Background: an optimization exercise with open tools, aiming at small area, a short achievable clock period and few clock cycles. Do not read the settings as production practice.
The RTL was checked by simulation tests, not by an equivalence proof against the original design.

**flow/config.mk**
```make
export PLATFORM = sky130hd
export DESIGN_NAME = fix_audio_ns
export DESIGN_NICKNAME = fix_audio_ns
export VERILOG_FILES = /design/flow/design.v
export SDC_FILE = /design/flow/constraint.sdc
export NUM_CORES = 4
export LEC_CHECK = 0
export CAP_MARGIN = 40
export CORE_MARGIN = 2
export CORE_UTILIZATION = 40
export SLEW_MARGIN = 60
```
**flow/constraint.sdc**
```tcl
create_clock -name core_clock -period 90.0 [get_ports {clk}]
set_input_delay 18.0000 -clock core_clock [delete_from_list [all_inputs] [get_ports {clk}]]
set_output_delay 18.0000 -clock core_clock [all_outputs]
set_load 0.01 [all_outputs]
```
**flow/design.v**
```verilog
module umul16 (input [15:0] a, input [15:0] b, output [31:0] p);
  localparam N = 16, M = 16;
  wire [N*M-1:0] s, c;
  genvar i, j;
  generate for (i = 0; i < M; i = i + 1) begin : row
    for (j = 0; j < N; j = j + 1) begin : col
      wire x = a[j] & b[i];
      if (i == 0) begin : r0
        assign s[j] = x; assign c[j] = 1'b0;
      end else begin : rn
        wire y, z;
        if (j == N-1) begin : top assign y = 1'b0; end else begin : nt assign y = s[(i-1)*N+j+1]; end
        assign z = c[(i-1)*N+j];
        assign s[i*N+j] = x ^ y ^ z;
        assign c[i*N+j] = (x & y) | (x & z) | (y & z);
      end
    end
    assign p[i] = s[i*N];
  end endgenerate
  assign p[31:16] = {1'b0, s[M*N-1:(M-1)*N+1]} + c[M*N-1:(M-1)*N];
endmodule
module fix_audio_ns(
	output reg ack,
	output reg overflow,
	output reg [15:0] tx_data,
	input [15:0] rx_data,
	input [51:0] conf,
	input req,
	input enable,
	input rstn, clk
);
reg [15:0] rx_r;
reg [51:0] cf;
always @(posedge clk) begin
	rx_r <= rx_data;
	cf <= conf;
end
wire [1:0] sel_hpf = cf[1:0];
wire [1:0] sel_lpf = cf[3:2];
wire [15:0] pnc = cf[19:4];
wire [15:0] vol = cf[35:20];
wire [15:0] in_vol = cf[51:36];
wire hen = |sel_hpf;
wire len = |sel_lpf;
wire ken = |pnc;
wire vol_en = vol != 16'd1024;
wire iv_en = in_vol != 16'd1024;
function [15:0] hcoef(input [1:0] i, input [1:0] s);
	case (i)
	2'd0: hcoef = s == 2'b11 ? 16'd732 : s == 2'b10 ? 16'd931 : 16'd1011;
	2'd1: hcoef = s == 2'b11 ? -16'd732 : s == 2'b10 ? -16'd931 : -16'd1011;
	default: hcoef = s == 2'b11 ? 16'd441 : s == 2'b10 ? 16'd838 : 16'd998;
	endcase
endfunction
function [15:0] lbcoef(input [2:0] i, input [1:0] s);
	case (i)
	3'd0, 3'd5: lbcoef = s == 2'b11 ? 16'd30 : s == 2'b10 ? 16'd54 : 16'd321;
	3'd1, 3'd4: lbcoef = s == 2'b11 ? -16'd55 : s == 2'b10 ? -16'd3 : 16'd1362;
	default: lbcoef = s == 2'b11 ? 16'd33 : s == 2'b10 ? 16'd56 : 16'd2518;
	endcase
endfunction
function [15:0] lacoef(input [2:0] i, input [1:0] s);
	case (i)
	3'd0: lacoef = s == 2'b11 ? -16'd3507 : s == 2'b10 ? -16'd2266 : 16'd2270;
	3'd1: lacoef = s == 2'b11 ? 16'd5000 : s == 2'b10 ? 16'd2479 : 16'd2647;
	3'd2: lacoef = s == 2'b11 ? -16'd3656 : s == 2'b10 ? -16'd1413 : 16'd1729;
	3'd3: lacoef = s == 2'b11 ? 16'd1366 : s == 2'b10 ? 16'd444 : 16'd631;
	default: lacoef = s == 2'b11 ? -16'd206 : s == 2'b10 ? -16'd53 : 16'd100;
	endcase
endfunction
function [15:0] mag(input [15:0] a);
	mag = a[15] ? ~a + 16'd1 : a;
endfunction
function [17:0] smul(input [31:0] p, input [15:0] a, input [15:0] b, input nega);
	smul = {|p[30:25], a[15] ^ b[15] ^ (nega & (a != 16'h8000)), p[25:10]};
endfunction
function [16:0] sacc(input [15:0] c, input [17:0] m);
	reg [16:0] s;
	begin
		s = {c[15], c} + ({1'b0, m[15:0]} ^ {17{m[16]}}) + {16'd0, m[16]};
		sacc = {m[17] | (s[16] ^ s[15]), s[15:0]};
	end
endfunction
localparam [2:0]
	P_IDLE = 3'd0, P_H = 3'd1, P_X = 3'd2, P_L1 = 3'd3, P_L2 = 3'd4, P_L3 = 3'd5,
	P_K = 3'd6, P_VOL = 3'd7;
reg [2:0] st;
reg go;                             
reg tg;                             
reg [15:0] data, lacc;
reg [15:0] hx, hy;                  
reg [15:0] x1, x2, x3, x4, x5;      
reg [15:0] y1, y2, y3, y4, y5;      
reg [15:0] es, eec;                 
reg [2:0] nsh;                      
reg ovf;
reg hpend, lpend;
reg [15:0] ha, la;
reg ha_v, ha_o, la_o;
reg [1:0] ha_sel, la_sel;
reg [2:0] ps;                       
reg [15:0] dused, dr, dq;
reg [2:0] dph;
wire [15:0] hxv = nsh != 3'd0 ? hx : 16'd0;
wire [15:0] x1v = nsh >= 3'd1 ? x1 : 16'd0;
wire [15:0] x2v = nsh >= 3'd2 ? x2 : 16'd0;
wire [15:0] x3v = nsh >= 3'd3 ? x3 : 16'd0;
wire [15:0] x4v = nsh >= 3'd4 ? x4 : 16'd0;
wire [15:0] x5v = nsh >= 3'd5 ? x5 : 16'd0;
wire [15:0] y2v = nsh >= 3'd1 ? y2 : 16'd0;
wire [15:0] y3v = nsh >= 3'd2 ? y3 : 16'd0;
wire [15:0] y4v = nsh >= 3'd3 ? y4 : 16'd0;
wire [15:0] y5v = nsh >= 3'd4 ? y5 : 16'd0;
function [15:0] ysel(input [2:0] i, input [15:0] v1, v2, v3, v4, v5);
	case (i)
	3'd0: ysel = v1;
	3'd1: ysel = v2;
	3'd2: ysel = v3;
	3'd3: ysel = v4;
	default: ysel = v5;
	endcase
endfunction
wire [15:0] eec_nst = eec + pnc;
wire [15:0] kk = dused + 16'd1024;
wire [15:0] ae = mag(dused);
wire [15:0] ad = mag(kk);
wire sgn_k = dused[15] ^ kk[15];
wire dovf = (ad == 16'd0) | ({6'd0, ae} >= {ad, 6'd0});
function [31:0] div4(input [15:0] r_in, input [15:0] n_in, input [15:0] d);
	reg [15:0] r, n;
	reg [16:0] r17, t;
	integer i;
	begin
		r = r_in; n = n_in;
		for (i = 0; i < 4; i = i + 1) begin
			r17 = {r, n[15]};
			t = r17 - {1'b0, d};
			n = {n[14:0], ~t[16]};
			r = t[16] ? r17[15:0] : t[15:0];
		end
		div4 = {r, n};
	end
endfunction
wire [31:0] dstep = dph == 3'd0 ? div4({6'd0, ae[15:6]}, {ae[5:0], 10'd0}, ad) : div4(dr, dq, ad);
wire [15:0] kq = dstep[15:0];
wire kready = (dph == 3'd4) & (dused == eec_nst);
wire idle_free = (st == P_IDLE) & ~go;
wire m1free = idle_free | (st == P_X);
wire m2free = m1free | go | (st == P_VOL);
wire ha_ok = ha_v & (ha_sel == sel_hpf);
wire [2:0] ps_e = la_sel == sel_lpf ? ps : 3'd0;
wire do_ha = m2free & hen & ~ha_ok;
wire do_la1 = m1free & len & (ps_e != 3'd5);
wire [2:0] i2 = do_la1 ? ps_e + 3'd1 : ps_e;
wire do_la2 = m2free & ~do_ha & len & (i2 != 3'd5);
wire k_go = (st == P_K) & kready;
reg [15:0] a1, b1, c1, a2, b2, c2s;
reg pair, u1;
always @(*) begin
	a1 = 16'd0; b1 = data; c1 = 16'd0; u1 = 1'b0;
	a2 = 16'd0; b2 = 16'd0; c2s = 16'd0;
	pair = 1'b0;
	case (st)
	P_H: begin
		a1 = hcoef(2'd0, sel_hpf); b1 = data;
		a2 = hcoef(2'd1, sel_hpf); b2 = hxv;
		pair = 1'b1; u1 = 1'b1;
	end
	P_L1: begin
		a1 = lbcoef(3'd0, sel_lpf); b1 = data;
		a2 = lbcoef(3'd1, sel_lpf); b2 = x1v;
		pair = 1'b1; u1 = 1'b1;
	end
	P_L2: begin
		a1 = lbcoef(3'd2, sel_lpf); b1 = x2v; c1 = lacc;
		a2 = lbcoef(3'd3, sel_lpf); b2 = x3v;
		pair = 1'b1; u1 = 1'b1;
	end
	P_L3: begin
		a1 = lbcoef(3'd4, sel_lpf); b1 = x4v; c1 = lacc;
		a2 = lbcoef(3'd5, sel_lpf); b2 = x5v;
		pair = 1'b1; u1 = 1'b1;
	end
	P_K: begin
		a1 = dq; b1 = data - es; c1 = es; u1 = kready;
		a2 = dq; b2 = eec_nst; c2s = eec_nst;
	end
	P_VOL: begin
		a1 = vol; b1 = data; u1 = vol_en;
	end
	default: ;
	endcase
	if (go) begin
		a1 = in_vol; b1 = rx_r; u1 = iv_en;
	end
	if (do_la1) begin
		a1 = lacoef(ps_e, sel_lpf); b1 = ysel(ps_e, y1, y2v, y3v, y4v, y5v);
		c1 = ps_e == 3'd0 ? 16'd0 : la;
	end
	if (do_ha) begin
		a2 = hcoef(2'd2, sel_hpf); b2 = hy; c2s = 16'd0;
	end
	if (do_la2) begin
		a2 = lacoef(i2, sel_lpf); b2 = ysel(i2, y1, y2v, y3v, y4v, y5v);
		pair = do_la1;
		c2s = ps_e == 3'd0 ? 16'd0 : la;
	end
end
wire [31:0] p1, p2;
umul16 u_mul1(.a(mag(a1)), .b(mag(b1)), .p(p1));
umul16 u_mul2(.a(mag(a2)), .b(mag(b2)), .p(p2));
wire [17:0] m1 = smul(p1, a1, b1, 1'b0);
wire [17:0] m2 = smul(p2, a2, b2, st == P_K);
wire [16:0] s1 = sacc(c1, m1);
wire [16:0] s2 = sacc(pair ? s1[15:0] : c2s, m2);
wire ovf1 = u1 & s1[16];
wire ovf12 = ovf1 | s2[16];
wire [15:0] sa = (st == P_H) ? ha : la;
wire [16:0] dsub = {s2[15], s2[15:0]} - {sa[15], sa};
wire sovf = dsub[16] ^ dsub[15];
wire [15:0] yo = (st == P_H) ? ~dsub[15:0] + 16'd1 : dsub[15:0];
wire shift_now = (st == P_L3) | lpend & ~len;
wire ha_ok_n = (ha_ok | do_ha) & (st != P_H);
wire [2:0] ps_n = ps_e + {2'd0, do_la1} + {2'd0, do_la2};
wire [2:0] after_l = ken ? P_K : P_VOL;
wire [2:0] after_h = len ? (ps_n == 3'd5 ? P_L1 : P_X) : after_l;
wire [2:0] after_i = hen ? (ha_ok_n ? P_H : P_X) : after_h;
reg [2:0] st_n;
reg ack_n;
always @(*) begin
	st_n = st; ack_n = ack;
	if (enable) begin
		if (go) st_n = after_i;
		else case (st)
		P_H: st_n = after_h;
		P_X: if (tg ? ps_n == 3'd5 : ha_ok_n) st_n = tg ? P_L1 : P_H;
		P_L1: st_n = P_L2;
		P_L2: st_n = P_L3;
		P_L3: st_n = after_l;
		P_K: if (kready) st_n = P_VOL;
		P_VOL: begin st_n = P_IDLE; ack_n = ~ack; end
		default: ;
		endcase
	end
end
always @(negedge rstn or posedge clk) begin
	if (!rstn) begin
		st <= P_IDLE;
		go <= 1'b0;
		ack <= 1'b0;
		overflow <= 1'b0;
		tg <= 1'b0;
		ovf <= 1'b0;
		nsh <= 3'd0;
		hpend <= 1'b0;
		lpend <= 1'b0;
		ha_v <= 1'b0;
		ps <= 3'd0;
		dph <= 3'd5;
		hy <= 16'd0;
		y1 <= 16'd0;
		es <= 16'd0;
		eec <= 16'd0;
	end
	else begin
		st <= st_n;
		ack <= ack_n;
		go <= (st_n == P_IDLE) & (req ^ ack_n);
		if (enable) begin
			hpend <= go;
			lpend <= go & ~hen | (st == P_H);
			if (go) begin
				tg <= ~hen;
				ovf <= ovf1;
			end
			case (st)
			P_H: begin
				tg <= 1'b1;
				ovf <= ovf | ovf12 | sovf | ha_o;
				hy <= yo;
			end
			P_L1, P_L2: ovf <= ovf | ovf12;
			P_L3: begin ovf <= ovf | ovf12 | sovf | la_o; y1 <= yo; end
			P_K: if (kready) begin
				ovf <= ovf | ovf12 | dovf;
				es <= s1[15:0];
				eec <= s2[15:0];
			end
			P_VOL: begin
				overflow <= ovf | ovf1;
			end
			default: ;
			endcase
			if (shift_now & nsh != 3'd5) nsh <= nsh + 3'd1;
			ha_v <= ha_ok_n;
			ps <= shift_now ? 3'd0 : ps_n;
			if (k_go | dph == 3'd5 | dused != eec_nst) dph <= 3'd0;
			else if (dph != 3'd4) dph <= dph + 3'd1;
		end
	end
end
always @(posedge clk) begin
	if (enable) begin
		if (k_go) dused <= s2[15:0] + pnc;
		else if (dph == 3'd5 | dused != eec_nst) dused <= eec_nst;
		else if (dph != 3'd4) begin
			dr <= dstep[31:16];
			dq <= dph == 3'd3 ? (sgn_k ? ~kq + 16'd1 : kq) : kq;
		end
		if (do_ha) begin
			ha <= s2[15:0]; ha_o <= s2[16]; ha_sel <= sel_hpf;
		end
		if (do_la1 | do_la2) begin
			la <= do_la2 ? s2[15:0] : s1[15:0];
			la_o <= (ps_e != 3'd0 & la_o) | do_la1 & s1[16] | do_la2 & s2[16];
			la_sel <= sel_lpf;
		end
		if (go) data <= iv_en ? s1[15:0] : rx_r;
		case (st)
		P_L1, P_L2: lacc <= s2[15:0];
		P_H, P_L3: data <= yo;
		P_K: if (kready) data <= s1[15:0];
		P_VOL: tx_data <= vol_en ? s1[15:0] : data;
		default: ;
		endcase
		if ((st == P_H) | hpend & ~hen) hx <= data;
		if (shift_now) begin
			x1 <= data; x2 <= x1; x3 <= x2; x4 <= x3; x5 <= x4;
			y2 <= y1; y3 <= y2; y4 <= y3; y5 <= y4;
		end
	end
end
endmodule
```
**flow/run.sh**
```bash
#!/bin/bash
# synth_recipe.tcl (not shown) runs the flow's synth.tcl, then flattens the netlist and writes it again
# the make line also repeats each setting of config.mk as NAME=value (left out here)
make -C /OpenROAD-flow-scripts/flow DESIGN_CONFIG=/design/flow/config.mk WORK_HOME=/design/flow/orfs CLKGATE_MAP_FILE= SYNTH_SCRIPT=/design/flow/synth_recipe.tcl finish
```
==> results.txt, run 1 <==
status timing/DRC/antenna clean; Mapped Area 0.04775 mm^2; CTS H-Tree Depth 2; die span in x 349.5 um; Top FF cell, synth edfxtp_1; most frequent cells in the layout nor2_1, nand2_1, fa_1; All-Layer GR Usage 25.86%; Tightest Pin Transition 704.0 ps; Clock Tree Root clkbuf_16; Slew HR 52.91%; IO Pins 90; via count 40.45k; Max clock buf depth 3; Max-cap violations 0; synth warn 1; Setup CP Type flop to primary output; crit path capture type primary output; upper clock frequency limit 0.05061 GHz; max FFs per register 52; vias per cell 5.890; crit path cell chain clkdlybuf4s50_1; setup bufs post-CTS 0; Hold Crit Class flop to flop; max-slew violation count 0; Max stage delay on crit path 600 ps; Area Growth Syn to Fin 12.46%; core region area 0.1182 mm^2; clk slew on worst S/H paths 60 ps; dpl cells 6,753; HPWL after detailed placement 125.1 mm; fillers 11.47k; async set or reset register ratio after synthesis 18.83%; Finished Layout Cells 6,868; layout cells sized above 1 10.19%; Routed WL per cell 23.15 um; post-CTS resize count 0; Min Clock Period, post-route 19,760 ps; Reg with most FFs cf; DP Worst Slack 69,700 ps; Pre-Repair DR Iteration Count 7; Row Count 126; Area after DPL 0.05158 mm^2; Seq/Total Area, Yosys 25.75%; number of library cell types mapped by synthesis 115; DRC violations left 0; Final Worst Setup Slack 70,240 ps; Post-synth EDFFs 294; Nets 6,078; total grt overflow 0; critical path startpoint category flop; Worst path slowest cell clkdlybuf4s50_1; global-route wire length before repair 241.0 mm; Die ar. 0.1222 mm^2; final instance area 0.05370 mm^2; clock skew 30.82 ps; Crit Path Max Fanout 1; multi-input logic area 0.03394 mm^2; Syn Area/Cell 9.167 um^2; critical path arrival 1760 ps; final WL 159.0 mm; worst skew pair latency 670 ps; CTS tree done; FF/Latch Area 0.01230 mm^2; Setup violations, final 0; Starting Density 40.38%; CP required 72,000 ps; most common cell after layout, fill and taps aside nor2_1; post-route ant nets 0; Placer Congestion 1.012; largest net degree at the start of global routing 82; Die Y-Extent 349.5 um; 1st-iter DRT viols 4,280; vias in the first global route 38.79k; RSZ-0062 raised after global routing false; family with the most delay on the worst path buffers and inverters; Mapped Cells 5,209; Num CTS Buffers 56; final worst-path cycle share 21.96%; setup total negative slack 0 ps; Clock Sinks 446; #FFs+latches synth 446; buffer and inverter count on the worst path 1; r2r setup slk 70,980 ps; final hold violations 0; CTS Hold Bufs 0; IO buf count 89; initial antenna violation count 4
==> path summary, 6_finish.rpt <==
| path | start | endpoint | cells after the start |
|---|---|---|---|
| worst max-delay path | tx_data[14]$_DFFE_PP_ | tx_data[14] | 1 |
| min in group asynchronous | rstn | eec[6]$_DFFE_PN0P_ | 1 |
| max in group asynchronous | rstn | dph[0]$_DFFE_PN1P_ | 3 |
| worst max register to register | cf[3]$_DFF_P_ | ovf$_DFFE_PN0P_ | 61 |
| worst min-delay path | x2[8]$_DFFE_PP_ | x3[8]$_DFFE_PP_ | 0 |
| worst min register to register | x2[8]$_DFFE_PP_ | x3[8]$_DFFE_PP_ | 0 |
==> synth_stat cells, drive strengths merged (42+ instances only) <==
cell	number	share of area [%]
a21boi	42	0.66
a21o	66	1.0
a21oi	342	3.6
a222oi	44	0.92
a22oi	52	0.82
a31oi	62	0.88
buf	50	0.53
clkbuf	212	1.7
dfrtp	82	4.3
dfxtp	68	2.9
edfxtp	294	18
fa	421	18
ha	302	7.9
inv	329	2.6
mux2	65	1.5
mux2i	78	1.6
nand2	427	3.4
nand2b	124	1.6
nand3	61	0.65
nor2	659	5.2
nor2b	69	0.91
nor3	80	0.86
o21ai	332	3.5
xnor2	230	4.3
xor2	128	2.4
==> per-stage QoR <==
| stage | hold WS (ps) | util (%) |
|---|---|---|
| 5_1_grt | 452.1 | 45.42 |
| 6_report | 440.4 | 45.42 |
| 2_1_floorplan | 402.9 | - |
| 4_1_cts | 438.8 | 45.26 |
| 3_3_place_gp | 430.6 | 43.03 |
| 3_5_place_dp | 435.2 | 43.62 |
==> layout make-up <==
cell class	instances	area share, %
tap	1536	3.579
antenna	1	0.004660
clock inverter	32	0.6361
inverter	331	2.349
sequential	446	22.91
clock buffer	74	2.966
multi-input combinational	4171	63.20
timing repair buffer	277	4.359
==> per-layer routing <==
metal  part of all wire (%)  vias up  GRT usage, %  routed length [um]
met5                      0        -             0                   0
li1                       -    18530             -                   -
met1                     42    19860         34.56               66150
met2                     45     1752         40.82               71110
met4                    4.7        0         10.69                7401
met3                    9.0      315         5.326               14370
==> logic make-up (layout without fill, tap and decap cells) <==
group	after synthesis	after routing	synth area share, %
multiplexers	145	145	3.262
XOR/XNOR	360	360	6.802
flip-flops	446	446	25.75
other	1	3	0.007853
buffers and inverters	593	714	4.806
adder cells (fa/ha/maj)	738	738	25.89
AO/OA/AOI/OAI	1303	1303	17.89
AND/OR/NAND/NOR	1623	1623	15.59
Testbench counts, summed over its fixed seeds: cycles 34,560.
==> run 2: changes to the inputs <==
--- a/flow/config.mk
+++ b/flow/config.mk
@@ -7,5 +7,5 @@
 export LEC_CHECK = 0
-export CAP_MARGIN = 40
+export CAP_MARGIN = 20
 export CORE_MARGIN = 2
 export CORE_UTILIZATION = 40
-export SLEW_MARGIN = 60
+export SLEW_MARGIN = 20
==> results.txt, run 2 <==
Mapped Cells 5,209; CTS tree done; Hold Crit Class flop to flop; fillers 11.56k; Slew HR 27.53%; initial antenna violation count 4; IO buf count 89; largest family of logic cells by synthesized area adder cells; Top FF cell, synth edfxtp_1; max-slew violation count 0; layout cells sized above 1 8.019%; Min Clock Period, post-route 20,030 ps; crit path launch enable; Reg with most FFs cf; vias per cell 5.868; commonest cells in the netlist nor2_1, nand2_1, fa_1, a21oi_1; final worst-path cycle share 22.25%; final hold violations 0; All-Layer GR Usage 25.64%; Post-synth EDFFs 294; CTS H-Tree Depth 2; Area Growth Syn to Fin 10.54%; upper clock frequency limit 0.04993 GHz; area leader, netlist edfxtp_1; critical path startpoint category input port; most frequent cells in the layout nor2_1, nand2_1, fa_1; critical path arrival 20,290 ps; worst skew pair latency 670 ps; Critical Path Sink y3[4]$_DFFE_PP_; vias in the first global route 38.35k; DRC violations left 0; Synth Area in Adders 25.89%; post-CTS resize count 0; Clock Sinks 446; Post-Synth XOR/XNOR Area 6.802%; total grt overflow 0; HPWL after detailed placement 124.6 mm; 1st-iter DRT viols 4,288; Crit Path Max Fanout 81; Routed WL per cell 23.18 um; Register-to-Register Path Depth 61; via count 40.12k; #FFs+latches synth 446; setup bufs post-CTS 0; Setup violations, final 0; Seq/Total Area, Yosys 25.75%; Synth top area share 18.49%; Pre-Repair DR Iteration Count 9; Die ar. 0.1222 mm^2; dpl cells 6,736; top-count cell post-synth nor2_1; final WL 158.5 mm; IO Pins 90; r2r setup slk 70,090 ps; die span in x 349.5 um; CP required 90,260 ps; Num CTS Buffers 53; worst r2r src cf[2]$_DFF_P_; largest net degree at the start of global routing 82; max FFs per register 52; Max clock buf depth 3; Finished Layout Cells 6,838; Clock Tree Root clkbuf_16; post-route ant nets 0; Tightest Pin Transition 1076 ps; post-synthesis mux area share 3.262%; clock skew 50.07 ps; Starting Density 40.38%; Max-cap violations 0; worst r2r dst ovf$_DFFE_PN0P_; status timing/DRC/antenna clean; Nets 6,051; Synth area leaders edfxtp_1, fa_1, ha_1; Row Count 126; async set or reset register ratio after synthesis 18.83%; clk slew on worst S/H paths 60 ps; crit path capture type flop; Setup CP Type input port to flop; CTS Hold Bufs 0; RSZ-0062 raised after global routing false; global-route wire length before repair 238.9 mm; Placer Congestion 1.012; Compound-Gate Fraction of Synth Area 17.89%; Die Y-Extent 349.5 um; Syn Area/Cell 9.167 um^2; setup total negative slack 0 ps; most common cell after layout, fill and taps aside nor2_1; number of library cell types mapped by synthesis 115; core region area 0.1182 mm^2; post-synthesis simple-gate area fraction 15.59%; synth warn 1; Mapped Area 0.04775 mm^2
==> run 2: cells by family (layout without fill, tap and decap cells) <==
kind of cell             Yosys count  in the layout
flip-flops                       446            446
AND/OR/NAND/NOR                 1623           1623
buffers and inverters            593            683
AO/OA/AOI/OAI                   1303           1303
adder cells (fa/ha/maj)          738            738
multiplexers                     145            145
other                              1              4
XOR/XNOR                         360            360
==> run 2: worst min path at each step <==
stage,startpoint,to,slack (ps),depth (start not counted)
floorplan,cf[0]$_DFF_P_,ha_sel[0]$_DFFE_PP_,400,0
global placement,x1[4]$_DFFE_PP_,x2[4]$_DFFE_PP_,430,0
detailed placement,x3[6]$_DFFE_PP_,x4[6]$_DFFE_PP_,430,0
CTS,x4[15]$_DFFE_PP_,x5[15]$_DFFE_PP_,410,0
global route,x4[15]$_DFFE_PP_,x5[15]$_DFFE_PP_,420,0
finish,x4[15]$_DFFE_PP_,x5[15]$_DFFE_PP_,430,0
==> run 2: layer usage <==
metal,up-vias,global-route usage [%],wire length [um]
li1,18460,-,-
met1,19680,34.18,66430
met2,1652,40.75,71020
met3,321,5.337,14180
met4,4,10.05,6876
met5,-,0,23
==> run 2: worst max-delay path, stage by stage <==
cell and delay [ps]:
buf_2 80, buf_4 400, nand2_1 270, inv_6 620
buf_4 780
==> run 2: through the flow <==
| step | utilization [%] | worst slack [ps] | hold WS, ps | cell area [um^2] |
|---|---|---|---|---|
| final | 44.64 | 69970 | 427.7 | 52780 |
| after CTS | 44.60 | 70070 | 410.5 | 52730 |
| after floorplan | - | 68120 | 402.9 | 47750 |
| after global placement | 43.03 | 69430 | 430.6 | 50880 |
| after global routing | 44.64 | 68920 | 419.4 | 52780 |
| after detailed placement | 43.05 | 69410 | 434.9 | 50900 |
==> run 2: area by class of cell <==
| class | count | area [um^2] | area share, % |
|---|---|---|---|
| multi-input combinational | 4171 | 33330 | 63.15 |
| sequential | 446 | 12300 | 23.30 |
| clock buffer | 69 | 1448 | 2.743 |
| timing repair buffer | 253 | 2135 | 4.044 |
| clock inverter | 30 | 390.4 | 0.7396 |
| tap | 1536 | 1922 | 3.641 |
| antenna | 2 | 5.005 | 0.009482 |
| inverter | 331 | 1252 | 2.373 |
==> run 3: changes to the inputs <==
--- a/flow/design.v
+++ b/flow/design.v
@@ -31,8 +31,5 @@
 );
-reg [15:0] rx_r;
 reg [51:0] cf;
-always @(posedge clk) begin
-	rx_r <= rx_data;
+always @(posedge clk)
 	cf <= conf;
-end
 wire [1:0] sel_hpf = cf[1:0];
@@ -89,3 +86,3 @@
 reg tg;                             
-reg [15:0] data, lacc;
+reg [15:0] data;
 reg [15:0] hx, hy;                  
@@ -151,3 +148,3 @@
 wire [2:0] ps_e = la_sel == sel_lpf ? ps : 3'd0;
-wire do_ha = m2free & hen & ~ha_ok;
+wire do_ha = m2free & hen & ~ha_ok & ~((st == P_X) & tg);
 wire do_la1 = m1free & len & (ps_e != 3'd5);
@@ -174,3 +171,3 @@
 	P_L2: begin
-		a1 = lbcoef(3'd2, sel_lpf); b1 = x2v; c1 = lacc;
+		a1 = lbcoef(3'd2, sel_lpf); b1 = x2v; c1 = ha;
 		a2 = lbcoef(3'd3, sel_lpf); b2 = x3v;
@@ -179,3 +176,3 @@
 	P_L3: begin
-		a1 = lbcoef(3'd4, sel_lpf); b1 = x4v; c1 = lacc;
+		a1 = lbcoef(3'd4, sel_lpf); b1 = x4v; c1 = ha;
 		a2 = lbcoef(3'd5, sel_lpf); b2 = x5v;
@@ -193,3 +190,3 @@
 	if (go) begin
-		a1 = in_vol; b1 = rx_r; u1 = iv_en;
+		a1 = in_vol; b1 = data; u1 = iv_en;
 	end
@@ -302,2 +299,3 @@
 always @(posedge clk) begin
+	if ((st == P_IDLE) & ~(go & enable)) data <= rx_data;
 	if (enable) begin
@@ -317,5 +315,5 @@
 		end
-		if (go) data <= iv_en ? s1[15:0] : rx_r;
+		if (go & iv_en) data <= s1[15:0];
 		case (st)
-		P_L1, P_L2: lacc <= s2[15:0];
+		P_L1, P_L2: ha <= s2[15:0];
 		P_H, P_L3: data <= yo;
--- a/flow/config.mk
+++ b/flow/config.mk
@@ -7,5 +7,5 @@
 export LEC_CHECK = 0
-export CAP_MARGIN = 20
+export CAP_MARGIN = 40
 export CORE_MARGIN = 2
 export CORE_UTILIZATION = 40
-export SLEW_MARGIN = 20
+export SLEW_MARGIN = 60
==> results.txt, run 3 <==
status timing/DRC/antenna clean; synth warn 1; Hold Crit Class flop to flop; HPWL after detailed placement 124.0 mm; worst r2r src cf[3]$_DFF_P_; critical path startpoint category flop; post-route ant nets 0; Max stage delay on crit path 630 ps; Placer Congestion 0.9736; global-route wire length before repair 241.9 mm; #FFs+latches synth 414; core region area 0.1160 mm^2; via count 40.64k; CTS H-Tree Depth 2; DRC violations left 0; largest net degree at the start of global routing 63; final WL 158.3 mm; buffer and inverter count on the worst path 1; Num CTS Buffers 50; Die Y-Extent 345.8 um; All-Layer GR Usage 26.13%; Max clock buf depth 3; Register-to-Register Path Depth 62; crit path cell chain clkdlybuf4s50_1; total grt overflow 0; met2 track demand over resource 41.80%; Slew HR 58.36%; IO buf count 89; Top FF cell, synth edfxtp_1; Syn Area/Cell 8.899 um^2; Routed WL per cell 22.99 um; RSZ-0062 raised after global routing false; met1 Track Usage GR 35.01%; CTS Hold Bufs 0; Clock Sinks 414; Reg with most FFs cf; Starting Density 40.27%; Synth top area share 18.04%; Worst Hold Launch x3[13]$_DFFE_PP_; area leader, netlist fa_1; async set or reset register ratio after synthesis 20.29%; Worst path slowest cell clkdlybuf4s50_1; final hold violations 0; die span in x 345.8 um; Clock Tree Root clkbuf_16; vias in the first global route 39.56k; family with the most delay on the worst path buffers and inverters; Min Clock Period, post-route 19,800 ps; number of library cell types mapped by synthesis 115; setup bufs post-CTS 0; worst r2r dst data[15]$_DFF_P_; IO Pins 90; Die ar. 0.1196 mm^2; final worst-path cycle share 22.00%; Max-cap violations 0; Synth area leaders fa_1, edfxtp_1, ha_1; most common cell after layout, fill and taps aside nor2_1; max FFs per register 52; CTS tree done; crit path capture type primary output; worst skew pair latency 640 ps; r2r setup slk 71,250 ps; Area Growth Syn to Fin 12.23%; fillers 11.36k; Crit Path Max Fanout 1; Mapped Cells 5,251; critical path arrival 1800 ps; commonest cells in the netlist nor2_1, nand2_1, fa_1, a21oi_1, inv_1; post-CTS resize count 0; upper clock frequency limit 0.05051 GHz; most frequent cells in the layout nor2_1, nand2_1, fa_1; Tightest Pin Transition 620.5 ps; hold path depth 0; setup total negative slack 0 ps; Row Count 125; Worst Hold End x4[13]$_DFFE_PP_; Mapped Area 0.04673 mm^2; Pre-Repair DR Iteration Count 11; met3 usage 4.389%; clock skew 35.60 ps; layout cells sized above 1 9.739%; initial antenna violation count 5; 1st-iter DRT viols 4,435; vias per cell 5.903; max-slew violation count 0; CP required 72,000 ps; Seq/Total Area, Yosys 24.25%; top-count cell post-synth nor2_1; clk slew on worst S/H paths 60 ps; Setup violations, final 0; Post-synth EDFFs 262; grt peak-use layer met2; Nets 6,116; Setup CP Type flop to primary output
[run 3: cell types whose count changed after synthesis, moves of 24 or more]
cell      before  now
a22oi_1       52   28
edfxtp_1     294  262
nor2_1       655  725
nand2b_1     124   91
a21oi_1      336  364
inv_1        325  361
[run 3: final cells by class]
type                       count  area [um^2]  share of cell area (%)
timing repair buffer         278         2350                   4.481
multi-input combinational   4210        33750                   64.35
clock buffer                  61         1355                   2.584
sequential                   414        11340                   21.63
tap                         1524         1907                   3.636
clock inverter                30        352.8                  0.6728
antenna                        1        2.502                0.004772
inverter                     367         1383                   2.636
[run 3: logic make-up after synthesis]
family / after synthesis / share of synthesized area [%]
other: 1 / 0.008025
XOR/XNOR: 357 / 6.764
AO/OA/AOI/OAI: 1322 / 18.38
multiplexers: 136 / 3.087
buffers and inverters: 628 / 5.157
AND/OR/NAND/NOR: 1652 / 15.83
flip-flops: 414 / 24.25
adder cells (fa/ha/maj): 741 / 26.52
[run 3: how the worst max path moves through the flow]
stage	from	cells past startpoint	slack (ps)	endpoint
after global routing	enable	6	70150	x2[12]$_DFFE_PP_
after floorplan	enable	4	68080	x1[0]$_DFFE_PP_
after global placement	enable	5	69400	x4[8]$_DFFE_PP_
after CTS	tx_data[15]$_DFFE_PP_	1	70230	tx_data[15]
final	tx_data[1]$_DFFE_PP_	1	70200	tx_data[1]
after detailed placement	enable	6	69670	x4[10]$_DFFE_PP_
[run 3: stage by stage]
stage | worst slack, ps | cells | util (%) | hold WS, ps | instance area, um^2
after global placement | 69400 | 6773 | 43.03 | 428.9 | 49940
after global routing | 70150 | 6884 | 45.19 | 459.7 | 52440
after floorplan | 68080 | 5252 | - | 421.9 | 46730
after detailed placement | 69670 | 6790 | 43.54 | 434.9 | 50520
final | 70200 | 6885 | 45.19 | 437.2 | 52440
after CTS | 70230 | 6881 | 45.01 | 432.9 | 52230
[run 3: layer usage]
metal,part of all wire (%),vias up
met5,0.015,-
met4,4.9,4
met3,8.7,340
met2,45,1762
met1,41,20010
li1,-,18530
Testbench counts of run 3, summed over its fixed seeds: cycles 34,560.
==> run 4: changes to the inputs <==
--- a/flow/config.mk
+++ b/flow/config.mk
@@ -9,3 +9,3 @@
 export CORE_MARGIN = 2
-export CORE_UTILIZATION = 40
+export CORE_UTILIZATION = 65
 export SLEW_MARGIN = 60
==> results.txt, run 4 <==
status timing/DRC/antenna clean; vias in the first global route 40.23k; IO Pins 90; All-Layer GR Usage 42.73%; Worst path slowest cell buf_4; grt peak-use layer met2; post-CTS resize count 0; clock skew 57.52 ps; most frequent cells in the layout nor2_1, nand2_1, fa_1; #FFs+latches synth 414; area leader, netlist fa_1; Synth area leaders fa_1, edfxtp_1, ha_1; met2 track demand over resource 65.47%; Die Y-Extent 272.1 um; critical path startpoint category input port; CTS H-Tree Depth 2; Hold Crit Class flop to flop; via count 41.94k; post-synthesis mux area share 3.087%; CTS tree done; Final Core Density 72.31%; post-synthesis simple-gate area fraction 15.83%; final WL 157.5 mm; crit path cell chain buf_2 -> buf_4 -> nand2_1 -> inv_8 -> buf_8 -> buf_16; largest net degree at the start of global routing 75; final hold violations 0; Post-synth EDFFs 262; Compound-Gate Fraction of Synth Area 18.38%; largest family of logic cells by synthesized area adder cells; dpl cells 6,214; met1 Track Usage GR 55.66%; Synth top area share 18.04%; total grt overflow 0; upper clock frequency limit 0.05066 GHz; Num CTS Buffers 49; post-route ant nets 0; family with the most delay on the worst path buffers and inverters; Clock Tree Root clkbuf_16; final worst-path cycle share 21.93%; buffer and inverter count on the worst path 5; layout cells sized above 1 9.457%; Starting Density 65.48%; Area Growth Syn to Fin 10.43%; Setup CP Type input port to flop; clk slew on worst S/H paths 60 ps; Mapped Area 0.04673 mm^2; die span in x 272.1 um; Clock Sinks 414; CTS Hold Bufs 0; vias per cell 6.643; Synth Area in Adders 26.52%; met3 usage 9.283%; max FFs per register 52; synth warn 1; critical path arrival 20,010 ps; Mapped Cells 5,251; top-count cell post-synth nor2_1; Crit Path Max Fanout 71; Reg with most FFs cf; 1st-iter DRT viols 5,572; number of library cell types mapped by synthesis 115; Pre-Repair DR Iteration Count 11; global-route wire length before repair 240.4 mm; Seq/Total Area, Yosys 24.25%; Placer Congestion 1.016; IO buf count 89; Die ar. 0.07405 mm^2; commonest cells in the netlist nor2_1, nand2_1, fa_1, a21oi_1, inv_1; max-slew violation count 0; core region area 0.07136 mm^2; Max clock buf depth 3; most common cell after layout, fill and taps aside nor2_1; Nets 6,117; Slew HR 54.88%; setup total negative slack 0 ps; worst skew pair latency 650 ps; initial antenna violation count 5; Syn Area/Cell 8.899 um^2; HPWL after detailed placement 120.6 mm; crit path capture type flop; Row Count 98; Finished Layout Cells 6,314; Routed WL per cell 24.94 um; DRC violations left 0; async set or reset register ratio after synthesis 20.29%; Top FF cell, synth edfxtp_1; RSZ-0062 raised after global routing false; Post-Synth XOR/XNOR Area 6.764%; Tightest Pin Transition 669.7 ps; Min Clock Period, post-route 19,740 ps; Setup violations, final 0; Max-cap violations 0; setup bufs post-CTS 0; Max stage delay on crit path 460 ps; CP required 90,270 ps
==> run 4: cell counts after synthesis <==
Identical to the previous run, type by type.
==> run 4: kinds of logic after synthesis <==
logic type               after synthesis
XOR/XNOR                             357
multiplexers                         136
AND/OR/NAND/NOR                     1652
adder cells (fa/ha/maj)              741
flip-flops                           414
buffers and inverters                628
AO/OA/AOI/OAI                       1322
other                                  1
==> run 4: worst paths after layout <==
path / startpoint / end / slack [ps] / depth (start not counted)
worst max-delay path: enable / x5[8]$_DFFE_PP_ / 70260 / 6
worst min-delay path: x2[6]$_DFFE_PP_ / x3[6]$_DFFE_PP_ / 440 / 0
worst max register to register: st[1]$_DFF_PN0_ / data[15]$_DFF_P_ / 71230 / 59
worst min register to register: x2[6]$_DFFE_PP_ / x3[6]$_DFFE_PP_ / 440 / 0
max in group asynchronous: rstn / es[3]$_DFFE_PN0P_ / 71820 / 2
min in group asynchronous: rstn / eec[8]$_DFFE_PN0P_ / 17310 / 1
==> run 4: through the flow <==
step	setup slack, ps	hold WS [ps]	cell area [um^2]
finish	70260	444.1	51600
global route	70130	452.0	51600
CTS	70340	439.9	51370
detailed placement	69750	431.4	49690
global placement	69400	429.3	49230
floorplan	68080	421.9	46730
==> run 4: metal layers <==
layer	share of wire, %	vias up
met1	37	20240
met2	44	2593
met4	7.5	4
met5	0.022	-
met3	12	562
li1	-	18540
==> run 4: worst reg2reg max path: cells and delay by family, from the launching register on <==
kind	cells	cell delay (ps)
flops	1	780
buf+inv	8	2000
fa+ha+maj	21	9010
xor+xnor	4	1050
compound gates	16	3490
simple gates	10	2300
==> run 4: area by class of cell <==
| class | count | area, um^2 |
|---|---|---|
| clock inverter | 35 | 429.2 |
| inverter | 367 | 1389 |
| multi-input combinational | 4210 | 33650 |
| fill | 5568 | 19760 |
| timing repair buffer | 280 | 2341 |
| antenna | 3 | 7.507 |
| tap | 950 | 1189 |
| clock buffer | 55 | 1259 |
| sequential | 414 | 11340 |
==> run 5: changes to the inputs <==
--- a/flow/config.mk
+++ b/flow/config.mk
@@ -7,5 +7,5 @@
 export LEC_CHECK = 0
-export CAP_MARGIN = 40
+export CAP_MARGIN = 20
 export CORE_MARGIN = 2
-export CORE_UTILIZATION = 65
-export SLEW_MARGIN = 60
+export CORE_UTILIZATION = 40
+export SLEW_MARGIN = 20
==> results.txt, run 5 <==
critical path arrival 20,350 ps; IO buf count 89; Die Y-Extent 345.8 um; fillers 11.39k; final worst-path cycle share 22.32%; via count 40.46k; most common cell after layout, fill and taps aside nor2_1; #FFs+latches synth 414; Tightest Pin Transition 1254 ps; Reg with most FFs cf; 1st-iter DRT viols 4,209; Die ar. 0.1196 mm^2; DRC violations left 0; Clock Tree Root clkbuf_16; HPWL after detailed placement 123.2 mm; Num CTS Buffers 50; Starting Density 40.27%; Nets 6,097; Crit Path Max Fanout 87; worst skew pair latency 670 ps; max-slew violation count 0; vias in the first global route 39.44k; FF/Latch Area 0.01134 mm^2; Finished Layout Cells 6,871; worst r2r src cf[3]$_DFF_P_; commonest cells in the netlist nor2_1, nand2_1, fa_1, a21oi_1, inv_1; core region area 0.1160 mm^2; Max clock buf depth 3; worst r2r dst data[15]$_DFF_P_; All-Layer GR Usage 26.04%; RSZ-0062 raised after global routing false; Synth area leaders fa_1, edfxtp_1, ha_1; critical path startpoint category input port; final hold violations 0; vias per cell 5.888; total grt overflow 0; Post-synth EDFFs 262; Routed WL per cell 22.93 um; Mapped Cells 5,251; Slew HR 16.09%; Setup CP Type input port to flop; Clock Sinks 414; CTS H-Tree Depth 2; Placer Congestion 0.9736; Min Clock Period, post-route 20,090 ps; global-route wire length before repair 240.9 mm; status timing/DRC/antenna clean; r2r setup slk 70,530 ps; final WL 157.5 mm; hold path depth 0; largest net degree at the start of global routing 88; Setup violations, final 0; setup total negative slack 0 ps; post-CTS resize count 0; top-count cell post-synth nor2_1; Syn Area/Cell 8.899 um^2; crit path capture type flop; layout cells sized above 1 7.897%; CTS tree done; CP required 90,260 ps; Row Count 125; synth warn 1; Worst Hold Launch x2[3]$_DFFE_PP_; multi-input logic area 0.03317 mm^2; Final Core Density 44.51%; clock skew 50.82 ps; Top FF cell, synth edfxtp_1; most frequent cells in the layout nor2_1, nand2_1, fa_1; Mapped Area 0.04673 mm^2; Hold Crit Class flop to flop; area leader, netlist fa_1; initial antenna violation count 6; IO Pins 90; CTS Hold Bufs 0; Register-to-Register Path Depth 60; max FFs per register 52; Seq/Total Area, Yosys 24.25%; clk slew on worst S/H paths 70 ps; upper clock frequency limit 0.04978 GHz; Max-cap violations 0; Area Growth Syn to Fin 10.54%; post-route ant nets 0; async set or reset register ratio after synthesis 20.29%; setup bufs post-CTS 0; dpl cells 6,773; Synth top area share 18.04%; die span in x 345.8 um; Worst Hold End x3[3]$_DFFE_PP_; Pre-Repair DR Iteration Count 10; number of library cell types mapped by synthesis 115
-- run 5: changes by cell type in the layout (fill, tap and decap cells not counted), sizes merged --
cell,previous run,this run
bufinv,7,1
buf,193,171
clkinvlp,0,2
clkinv,24,15
clkbuf,55,73
-- run 5: worst max-delay path by stage --
stage	startpoint	slack, ps	to
after global placement	enable	69400	x4[8]$_DFFE_PP_
final	enable	69910	x5[5]$_DFFE_PP_
after detailed placement	enable	69340	x3[8]$_DFFE_PP_
after floorplan	enable	68080	x1[0]$_DFFE_PP_
after CTS	enable	70050	x4[7]$_DFFE_PP_
after global routing	cf[3]$_DFF_P_	69430	data[15]$_DFF_P_
-- run 5: cells by family (layout without fill, tap and decap cells) --
family                     Yosys count  after routing  synth area share (%)
buffers and inverters              628            720                 5.157
and+or+nand+nor                   1652           1652                 15.83
other                                1              5              0.008025
xor gates and xnor gates           357            357                 6.764
adders and majority gates          741            741                 26.52
muxes                              136            136                 3.087
AOI/OAI and AO/OA                 1322           1322                 18.38
DFF                                414            414                 24.25
-- run 5: critical path: stages --
cell	delay [ps]
buf_2	80
buf_4	420
nand2_1	280
inv_6	480
buf_4	940
-- run 5: cell type report --
type	instances	area share [%]
multi-input cells	4210	64.22
clock inverters	22	0.4287
clock buffers	72	2.841
diodes	3	0.01453
flip-flops and latches	414	21.95
repair buffers	259	4.181
inverters	367	2.677
well taps	1524	3.692
-- run 5: through the flow --
stage	instance area [um^2]	hold slack, ps	worst slack (ps)
floorplan	46730	421.9	68080
global placement	49940	428.9	69400
detailed placement	49940	434.9	69340
CTS	51630	445.5	70050
global route	51650	457.2	69430
finish	51650	448.8	69910
-- run 5: metal layers --
layer	GRT usage, %	part of all wire (%)
met4	12.15	5.4
met3	5.083	8.8
met5	0	0.029
met1	34.23	41
met2	41.32	45
==> run 6: changes to the inputs <==
--- a/flow/design.v
+++ b/flow/design.v
@@ -99,3 +99,4 @@
 reg [15:0] dused, dr, dq;
-reg [2:0] dph;
+reg [2:0] dph;                      
+reg dlong;                          
 wire [15:0] hxv = nsh != 3'd0 ? hx : 16'd0;
@@ -140,4 +141,8 @@
 endfunction
-wire [31:0] dstep = dph == 3'd0 ? div4({6'd0, ae[15:6]}, {ae[5:0], 10'd0}, ad) : div4(dr, dq, ad);
+wire [15:0] dr0 = dph != 3'd0 ? dr : dlong ? {6'd0, ae[15:6]} : {2'd0, ae[15:2]};
+wire [15:0] dq0 = dph != 3'd0 ? dq : dlong ? {ae[5:0], 10'd0} : {ae[1:0], 14'd0};
+wire [31:0] dstep = div4(dr0, dq0, ad);
 wire [15:0] kq = dstep[15:0];
+wire dshort_bad = ~dlong & ({2'd0, ae[15:2]} >= ad);
+wire dlast = dlong ? dph == 3'd3 : dph == 3'd2;
 wire kready = (dph == 3'd4) & (dused == eec_nst);
@@ -256,2 +261,3 @@
 		dph <= 3'd5;
+		dlong <= 1'b0;
 		hy <= 16'd0;
@@ -293,3 +299,7 @@
 			ps <= shift_now ? 3'd0 : ps_n;
-			if (k_go | dph == 3'd5 | dused != eec_nst) dph <= 3'd0;
+			if (k_go | dph == 3'd5 | dused != eec_nst) begin
+				dph <= 3'd0; dlong <= 1'b0;
+			end
+			else if (dph == 3'd0 & dshort_bad) dlong <= 1'b1;
+			else if (dlast) dph <= 3'd4;
 			else if (dph != 3'd4) dph <= dph + 3'd1;
@@ -303,5 +313,5 @@
 		else if (dph == 3'd5 | dused != eec_nst) dused <= eec_nst;
-		else if (dph != 3'd4) begin
+		else if (dph != 3'd4 & ~(dph == 3'd0 & dshort_bad)) begin
 			dr <= dstep[31:16];
-			dq <= dph == 3'd3 ? (sgn_k ? ~kq + 16'd1 : kq) : kq;
+			dq <= dlast ? (sgn_k ? ~kq + 16'd1 : kq) : kq;
 		end
==> results.txt, run 6 <==
status timing/DRC/antenna clean; final hold violations 0; layout cells sized above 1 7.709%; Setup CP Type input port to flop; area leader, netlist fa_1; Starting Density 40.43%; Clock Sinks 415; core region area 0.1110 mm^2; CTS tree done; Tightest Pin Transition 1217 ps; Worst path slowest cell buf_4; Crit Path Max Fanout 77; crit path cell chain clkdlybuf4s50_1 -> buf_4 -> nand2b_1 -> inv_6 -> buf_4; CTS Hold Bufs 0; most used cell, CP buf_4; fillers 10.86k; largest net degree at the start of global routing 78; Row Count 122; Reg with most FFs cf; Final Worst Setup Slack 69,590 ps; max-slew violation count 0; Num CTS Buffers 51; Max stage delay on crit path 850 ps; All-Layer GR Usage 26.96%; Die ar. 0.1149 mm^2; synth warn 1; via count 38.98k; #FFs+latches synth 415; max FFs per register 52; most frequent cells in the layout nor2_1, fa_1, nand2_1; Synth area leaders fa_1, edfxtp_1, ha_1; die span in x 338.9 um; Nets 5,721; post-CTS resize count 0; async set or reset register ratio after synthesis 20.48%; met1 Track Usage GR 37.07%; IO buf count 89; Area Growth Syn to Fin 10.86%; most common cell after layout, fill and taps aside nor2_1; 1st-iter DRT viols 4,471; Max-cap violations 0; met2 track demand over resource 42.59%; Mapped Cells 4,931; IO Pins 90; crit path capture type flop; Die Y-Extent 338.9 um; setup bufs post-CTS 0; clk slew on worst S/H paths 60 ps; grt peak-use layer met2; Min Clock Period, post-route 20,410 ps; Clock Tree Root clkbuf_16; post-route ant nets 0; initial antenna violation count 4; Pre-Repair DR Iteration Count 9; final worst-path cycle share 22.68%; Hold Crit Class flop to flop; setup total negative slack 0 ps; Post-synth EDFFs 262; DRC violations left 0; met3 usage 4.088%; top-count cell post-synth nor2_1; worst skew pair latency 660 ps; HPWL after detailed placement 123.2 mm; global-route wire length before repair 239.5 mm; Max clock buf depth 3; Routed WL per cell 24.05 um; Top FF cell, synth edfxtp_1; clock skew 45.06 ps; vias per cell 5.989; Setup violations, final 0; CTS H-Tree Depth 2; critical path startpoint category input port; commonest cells in the netlist nor2_1, fa_1, nand2_1, inv_1, a21oi_1; Slew HR 18.28%; Syn Area/Cell 9.099 um^2; Placer Congestion 1.009; number of library cell types mapped by synthesis 102; DP Worst Slack 68,980 ps; total grt overflow 0; ANT cells 0; final WL 156.5 mm; Mapped Area 0.04487 mm^2; critical path arrival 20,680 ps; Seq/Total Area, Yosys 25.32%; Synth top area share 18.61%; CP required 90,270 ps; upper clock frequency limit 0.04900 GHz; RSZ-0062 raised after global routing false; vias in the first global route 37.67k
run 6: cell types whose count changed after synthesis, sizes merged, moves of 17 or more:
cell	delta
nor2	-81
nand3	+33
nand2	-88
inv	-29
o21ai	-66
a21oi	-61
nor3	-17
a21boi	-21
ha	-47
xnor2	-66
nor2b	-17
run 6: final cells by class:
type,count,area (um^2),area share (%)
clock inverters,29,312.8,0.6289
inverters,340,1281,2.576
flip-flops and latches,415,11360,22.85
clock buffers,67,1430,2.875
repair buffers,248,2079,4.181
well taps,1488,1862,3.743
multi-input cells,3921,31410,63.15
run 6: cell families (layout without fill, tap and decap cells):
logic type / Yosys count / count (layout) / synth area share [%]
buffers and inverters: 595 / 684 / 5.017
DFF: 415 / 415 / 25.32
xor gates and xnor gates: 308 / 308 / 6.138
muxes: 118 / 118 / 2.786
AOI/OAI and AO/OA: 1246 / 1246 / 18.48
adders and majority gates: 685 / 685 / 26.01
and+or+nand+nor: 1564 / 1564 / 16.25
run 6: final timing paths:
path | slack, ps | to | start | depth (start not counted)
max | 69590 | x3[9]$_DFFE_PP_ | enable | 5
min | 450 | x5[11]$_DFFE_PP_ | x4[11]$_DFFE_PP_ | 0
max reg2reg | 69830 | ovf$_DFFE_PN0P_ | cf[3]$_DFF_P_ | 58
min reg2reg | 450 | x5[11]$_DFFE_PP_ | x4[11]$_DFFE_PP_ | 0
max in group asynchronous | 71440 | st[0]$_DFF_PN0_ | rstn | 2
min in group asynchronous | 17390 | eec[14]$_DFFE_PN0P_ | rstn | 1
run 6: through the flow:
stage | cell area (um^2) | hold WS [ps] | std cells | util [%]
4_1_cts | 49720 | 449.6 | 6507 | 44.81
3_5_place_dp | 47980 | 435.5 | 6411 | 43.24
6_report | 49740 | 448.5 | 6508 | 44.82
3_3_place_gp | 47940 | 430.2 | 6411 | 43.20
2_1_floorplan | 44870 | 406.4 | 4931 | -
5_1_grt | 49740 | 454.7 | 6508 | 44.82
run 6: critical path, delay by kind of cell:
kind,cells,cell delay [ps]
buffers and inverters,4,2290
AND/OR/NAND/NOR,1,280
run 6: routing by layer:
metal	share of wire, %	up-vias
li1	-	17590
met1	42	19410
met2	45	1691
met3	8.4	280
met4	4.5	0
met5	0	-
Testbench counts of run 6, summed over its fixed seeds: cycles 33,600.
==> run 7: changes to the inputs <==
--- a/flow/config.mk
+++ b/flow/config.mk
@@ -7,5 +7,5 @@
 export LEC_CHECK = 0
-export CAP_MARGIN = 20
+export CAP_MARGIN = 40
 export CORE_MARGIN = 2
 export CORE_UTILIZATION = 40
-export SLEW_MARGIN = 20
+export SLEW_MARGIN = 60
==> results.txt, run 7 <==
Nets 5,752; Tightest Pin Transition 631.6 ps; Syn Area/Cell 9.099 um^2; layout cells sized above 1 10.08%; Max clock buf depth 3; post-synthesis mux area share 2.786%; Die ar. 0.1149 mm^2; Reg with most FFs cf; status timing/DRC/antenna clean; Post-Synth XOR/XNOR Area 6.138%; CTS H-Tree Depth 2; final WL 157.2 mm; Synth area leaders fa_1, edfxtp_1, ha_1; Setup violations, final 0; post-route ant nets 0; Placer Congestion 1.009; post-synthesis simple-gate area fraction 16.25%; Hold Crit Class flop to flop; r2r setup slk 70,360 ps; via count 39.02k; vias per cell 5.967; upper clock frequency limit 0.05017 GHz; Setup CP Type input port to flop; Min Clock Period, post-route 19,930 ps; dpl cells 6,436; RSZ-0062 raised after global routing false; post-CTS resize count 0; hold path depth 0; crit path capture type flop; final hold violations 0; largest net degree at the start of global routing 78; final instance area 0.05081 mm^2; worst r2r src cf[2]$_DFF_P_; Max-cap violations 0; Mapped Cells 4,931; max FFs per register 52; IO Pins 90; Area after DPL 0.04872 mm^2; Post-synth EDFFs 262; setup total negative slack 0 ps; Num CTS Buffers 51; worst skew pair latency 680 ps; top-count cell post-synth nor2_1; commonest cells in the netlist nor2_1, fa_1, nand2_1, inv_1, a21oi_1; HPWL after detailed placement 123.7 mm; Die Y-Extent 338.9 um; die span in x 338.9 um; synth warn 1; Top FF cell, synth edfxtp_1; Synth top area share 18.61%; most common cell after layout, fill and taps aside nor2_1; total grt overflow 0; #FFs+latches synth 415; Pre-Repair DR Iteration Count 9; Slew HR 57.83%; Clock Sinks 415; global-route wire length before repair 240.6 mm; async set or reset register ratio after synthesis 20.48%; setup bufs post-CTS 0; clk slew on worst S/H paths 60 ps; CTS tree done; 1st-iter DRT viols 4,536; Register-to-Register Path Depth 62; CP required 90,350 ps; final worst-path cycle share 22.15%; core region area 0.1110 mm^2; Area Growth Syn to Fin 13.25%; Crit Path Max Fanout 68; Clock Tree Root clkbuf_16; IO buf count 89; worst r2r dst ovf$_DFFE_PN0P_; most frequent cells in the layout nor2_1, fa_1, nand2_1; max-slew violation count 0; Seq/Total Area, Yosys 25.32%; Worst Hold End x2[0]$_DFFE_PP_; clock skew 64.85 ps; Finished Layout Cells 6,539; critical path arrival 20,280 ps; Starting Density 40.43%; Synth Area in Adders 26.01%; fillers 10.68k; initial antenna violation count 2; DRC violations left 0; ANT cells 0; vias in the first global route 38.20k; Routed WL per cell 24.05 um; largest family of logic cells by synthesized area adder cells; critical path startpoint category input port; Compound-Gate Fraction of Synth Area 18.48%; number of library cell types mapped by synthesis 102; Row Count 122; All-Layer GR Usage 27.14%; Worst Hold Launch x1[0]$_DFFE_PP_; CTS Hold Bufs 0; area leader, netlist fa_1; Mapped Area 0.04487 mm^2
==> run 7: how the worst max path moves through the flow <==
stage | to | start | depth (start not counted)
finish | x2[9]$_DFFE_PP_ | enable | 6
global placement | x2[11]$_DFFE_PP_ | enable | 5
detailed placement | x2[11]$_DFFE_PP_ | enable | 5
CTS | x3[13]$_DFFE_PP_ | enable | 5
global route | ovf$_DFFE_PN0P_ | cf[2]$_DFF_P_ | 67
floorplan | x1[0]$_DFFE_PP_ | enable | 3
==> run 7: layout make-up <==
type	count	area (um^2)	area share [%]
multi-input combinational	3921	32120	63.22
sequential	415	11360	22.37
timing repair buffer	279	2344	4.612
tap	1488	1862	3.664
clock buffer	61	1380	2.716
inverter	340	1284	2.527
clock inverter	35	456.7	0.8988
==> run 7: metal layers <==
layer / vias to the layer above / part of all wire (%) / track usage [%]
li1: 17640 / - / -
met1: 19480 / 42 / 36.70
met2: 1613 / 45 / 43.06
met3: 280 / 8.4 / 4.840
met4: 0 / 4.6 / 10.73
met5: - / 0 / 0
==> run 7: kinds of logic (layout without fill, tap and decap cells) <==
| logic type | count (synthesis) | count (layout) |
|---|---|---|
| buf+inv | 595 | 715 |
| mux | 118 | 118 |
| fa+ha+maj | 685 | 685 |
| compound gates | 1246 | 1246 |
| xor+xnor | 308 | 308 |
| flops | 415 | 415 |
| simple gates | 1564 | 1564 |
==> run 7: through the flow <==
step	hold slack, ps	setup WS (ps)	util (%)
2_1_floorplan	406.4	68330	-
3_3_place_gp	430.2	69060	43.20
3_5_place_dp	436.2	69440	43.90
4_1_cts	448.8	70150	45.56
5_1_grt	456.5	69290	45.79
6_report	447.6	70070	45.79
==> run 7: critical path, stage by stage <==
cell             delay [ps]
clkdlybuf4s50_1         460
buf_4                   440
nand2b_1                290
inv_8                   450
buf_8                   290
buf_16                  290
==> run 8: changes to the inputs <==
--- a/flow/design.v
+++ b/flow/design.v
@@ -151,4 +151,4 @@
 wire m2free = m1free | go | (st == P_VOL);
-wire ha_ok = ha_v & (ha_sel == sel_hpf);
-wire [2:0] ps_e = la_sel == sel_lpf ? ps : 3'd0;
+reg ha_ok;                          
+reg [2:0] ps_e;                     
 wire do_ha = m2free & hen & ~ha_ok & ~((st == P_X) & tg);
@@ -260,2 +260,4 @@
 		ps <= 3'd0;
+		ha_ok <= 1'b0;
+		ps_e <= 3'd0;
 		dph <= 3'd5;
@@ -271,2 +273,5 @@
 		go <= (st_n == P_IDLE) & (req ^ ack_n);
+		ha_ok <= (enable ? ha_ok_n : ha_v) & ((enable & do_ha ? sel_hpf : ha_sel) == conf[1:0]);
+		ps_e <= (enable & (do_la1 | do_la2) ? sel_lpf : la_sel) == conf[3:2] ?
+			(enable ? (shift_now ? 3'd0 : ps_n) : ps) : 3'd0;
 		if (enable) begin
==> results.txt, run 8 <==
Reg with most FFs cf; crit path capture type primary output; ANT cells 0; Routed WL per cell 23.70 um; CTS Hold Bufs 0; final hold violations 0; #FFs+latches synth 419; Syn Area/Cell 9.092 um^2; Worst path slowest cell clkdlybuf4s50_1; Mapped Cells 4,934; Placer Congestion 0.9864; setup total negative slack 0 ps; IO Pins 90; final worst-path cycle share 21.97%; Slew HR 57.27%; Setup CP Type flop to primary output; 1st-iter DRT viols 4,369; Setup violations, final 0; Starting Density 40.43%; Num CTS Buffers 51; layout cells sized above 1 9.754%; Levels on crit path 1; worst skew pair latency 660 ps; Tightest Pin Transition 634.2 ps; buffer and inverter count on the worst path 1; Clock Sinks 419; vias per cell 5.882; All-Layer GR Usage 26.80%; async set or reset register ratio after synthesis 21.24%; synth warn 1; crit path cell chain clkdlybuf4s50_1; Row Count 122; Area Growth Syn to Fin 12.24%; initial antenna violation count 2; Nets 5,746; top-count cell post-synth nor2_1; Max-cap violations 0; clock skew 42.39 ps; Mapped Area 0.04486 mm^2; most common cell after layout, fill and taps aside nor2_1; global-route wire length before repair 236.5 mm; max FFs per register 52; critical path arrival 1770 ps; area leader, netlist fa_1; Max clock buf depth 3; IO buf count 89; status timing/DRC/antenna clean; post-route ant nets 0; DRC violations left 0; FF/Latch Area 0.01147 mm^2; Crit Path Max Fanout 1; via count 38.42k; post-CTS resize count 0; upper clock frequency limit 0.05058 GHz; setup bufs post-CTS 0; multi-input logic area 0.03172 mm^2; final WL 154.8 mm; max-slew violation count 0; hold path depth 0; Pre-Repair DR Iteration Count 6; CTS H-Tree Depth 2; CTS tree done; commonest cells in the netlist nor2_1, nand2_1, fa_1, inv_1, o21ai_0; Clock Tree Root clkbuf_16; Seq/Total Area, Yosys 25.54%; WHS 442.9 ps; Min Clock Period, post-route 19,770 ps; most frequent cells in the layout nor2_1, nand2_1, fa_1; HPWL after detailed placement 121.3 mm; clk slew on worst S/H paths 60 ps; Max stage delay on crit path 600 ps; Synth area leaders fa_1, edfxtp_1, ha_1; fillers 10.80k; die span in x 338.9 um; family with the most delay on the worst path buffers and inverters; CP required 72,000 ps; vias in the first global route 36.93k; critical path startpoint category flop; RSZ-0062 raised after global routing false; Die Y-Extent 338.9 um; Register-to-Register Path Depth 62; largest net degree at the start of global routing 62; core region area 0.1110 mm^2; Die ar. 0.1149 mm^2; Top FF cell, synth edfxtp_1; Post-synth EDFFs 262; Hold Crit Class flop to flop; total grt overflow 0; number of library cell types mapped by synthesis 119; Synth top area share 18.61%
==> run 8: cell types whose count changed after synthesis, sizes merged, moves of 17 or more <==
cell    before  now
a222oi      47   28
a21oi      305  280
clkbuf     221  196
nand2      348  435
nor2b       42   59
o21ai      283  325
buf         34   64
nor2       647  628
==> run 8: metal layers <==
| metal | share of wire [%] | GRT usage, % |
|---|---|---|
| met3 | 8.7 | 5.064 |
| met2 | 44 | 40.57 |
| met4 | 3.9 | 9.824 |
| met1 | 43 | 38.01 |
| met5 | 0 | 0 |
==> run 8: through the flow <==
step	std cells	setup slack (ps)	util (%)	area [um^2]
after floorplan	4934	68320	-	44860
after global placement	6407	69400	43.10	47830
after detailed placement	6432	69670	43.72	48510
after CTS	6527	70250	45.25	50220
after global routing	6532	70120	45.37	50350
final	6532	70230	45.37	50350
==> run 8: cell families after synthesis <==
kind of cell	synth area share, %
AOI/OAI and AO/OA	17.58
DFF	25.54
adders and majority gates	26.02
buffers and inverters	5.082
muxes	3.291
and+or+nand+nor	16.25
xor gates and xnor gates	6.236
==> run 8: worst paths after layout <==
check / from / end / slack, ps
setup / recovery: tx_data[0]$_DFFE_PP_ / tx_data[0] / 70230
hold / removal: x1[1]$_DFFE_PP_ / x2[1]$_DFFE_PP_ / 440
max in group asynchronous: rstn / dph[2]$_DFFE_PN1P_ / 71950
min in group asynchronous: rstn / eec[10]$_DFFE_PN0P_ / 17220
setup reg to reg: cf[3]$_DFF_P_ / ovf$_DFFE_PN0P_ / 71110
hold reg to reg: x1[1]$_DFFE_PP_ / x2[1]$_DFFE_PP_ / 440
==> run 8: layout make-up <==
| type | instances | area share (%) |
|---|---|---|
| flip-flops and latches | 419 | 22.77 |
| repair buffers | 275 | 4.709 |
| inverters | 324 | 2.433 |
| well taps | 1488 | 3.697 |
| clock inverters | 25 | 0.4870 |
| clock buffers | 70 | 2.905 |
| multi-input cells | 3931 | 63.00 |
Testbench counts of run 8, summed over its fixed seeds: cycles 33,600.

-- re-timing with driven ports --
Ports are ideal in the flow. The routed layouts listed here were re-timed in OpenROAD.
Step 1 assumes that a clkbuf_16 drives the clock port and a buf_2 every other input.
Step 2, shift: input delay + t, output delay - t, t = (earliest + latest rising clock arrival at the registers) / 2. This alone moves slack from input paths to output paths.
Three values: ideal ports, drivers, drivers and shift; two values: the first two.
run | t (ns) | setup slack, ns | worst setup path after step 2 | pins driven straight from the clock port
run 1 | 0.728 | 70.239 / 70.164 / 69.705 | input to register | 1
run 2 | 0.716 | 69.971 / 70.018 / 69.302 | input to register | 1
run 3 | 0.699 | 70.201 / 70.127 / 69.607 | input to register | 1
run 4 | 0.692 | 70.259 / 70.228 / 69.611 | input to register | 1
run 5 | 0.724 | 69.911 / 69.960 / 69.237 | input to register | 1
run 6 | 0.701 | 69.590 / 69.628 / 68.928 | input to register | 1
run 7 | 0.711 | 70.069 / 70.108 / 69.398 | input to register | 1
run 8 | 0.707 | 70.229 / 70.158 / 69.625 | input to register | 1
After both steps setup and hold are still met in every run listed. The setup slack of run 5, which loses most, moves by +0.049 ns with the drivers and by -0.674 ns with both steps.
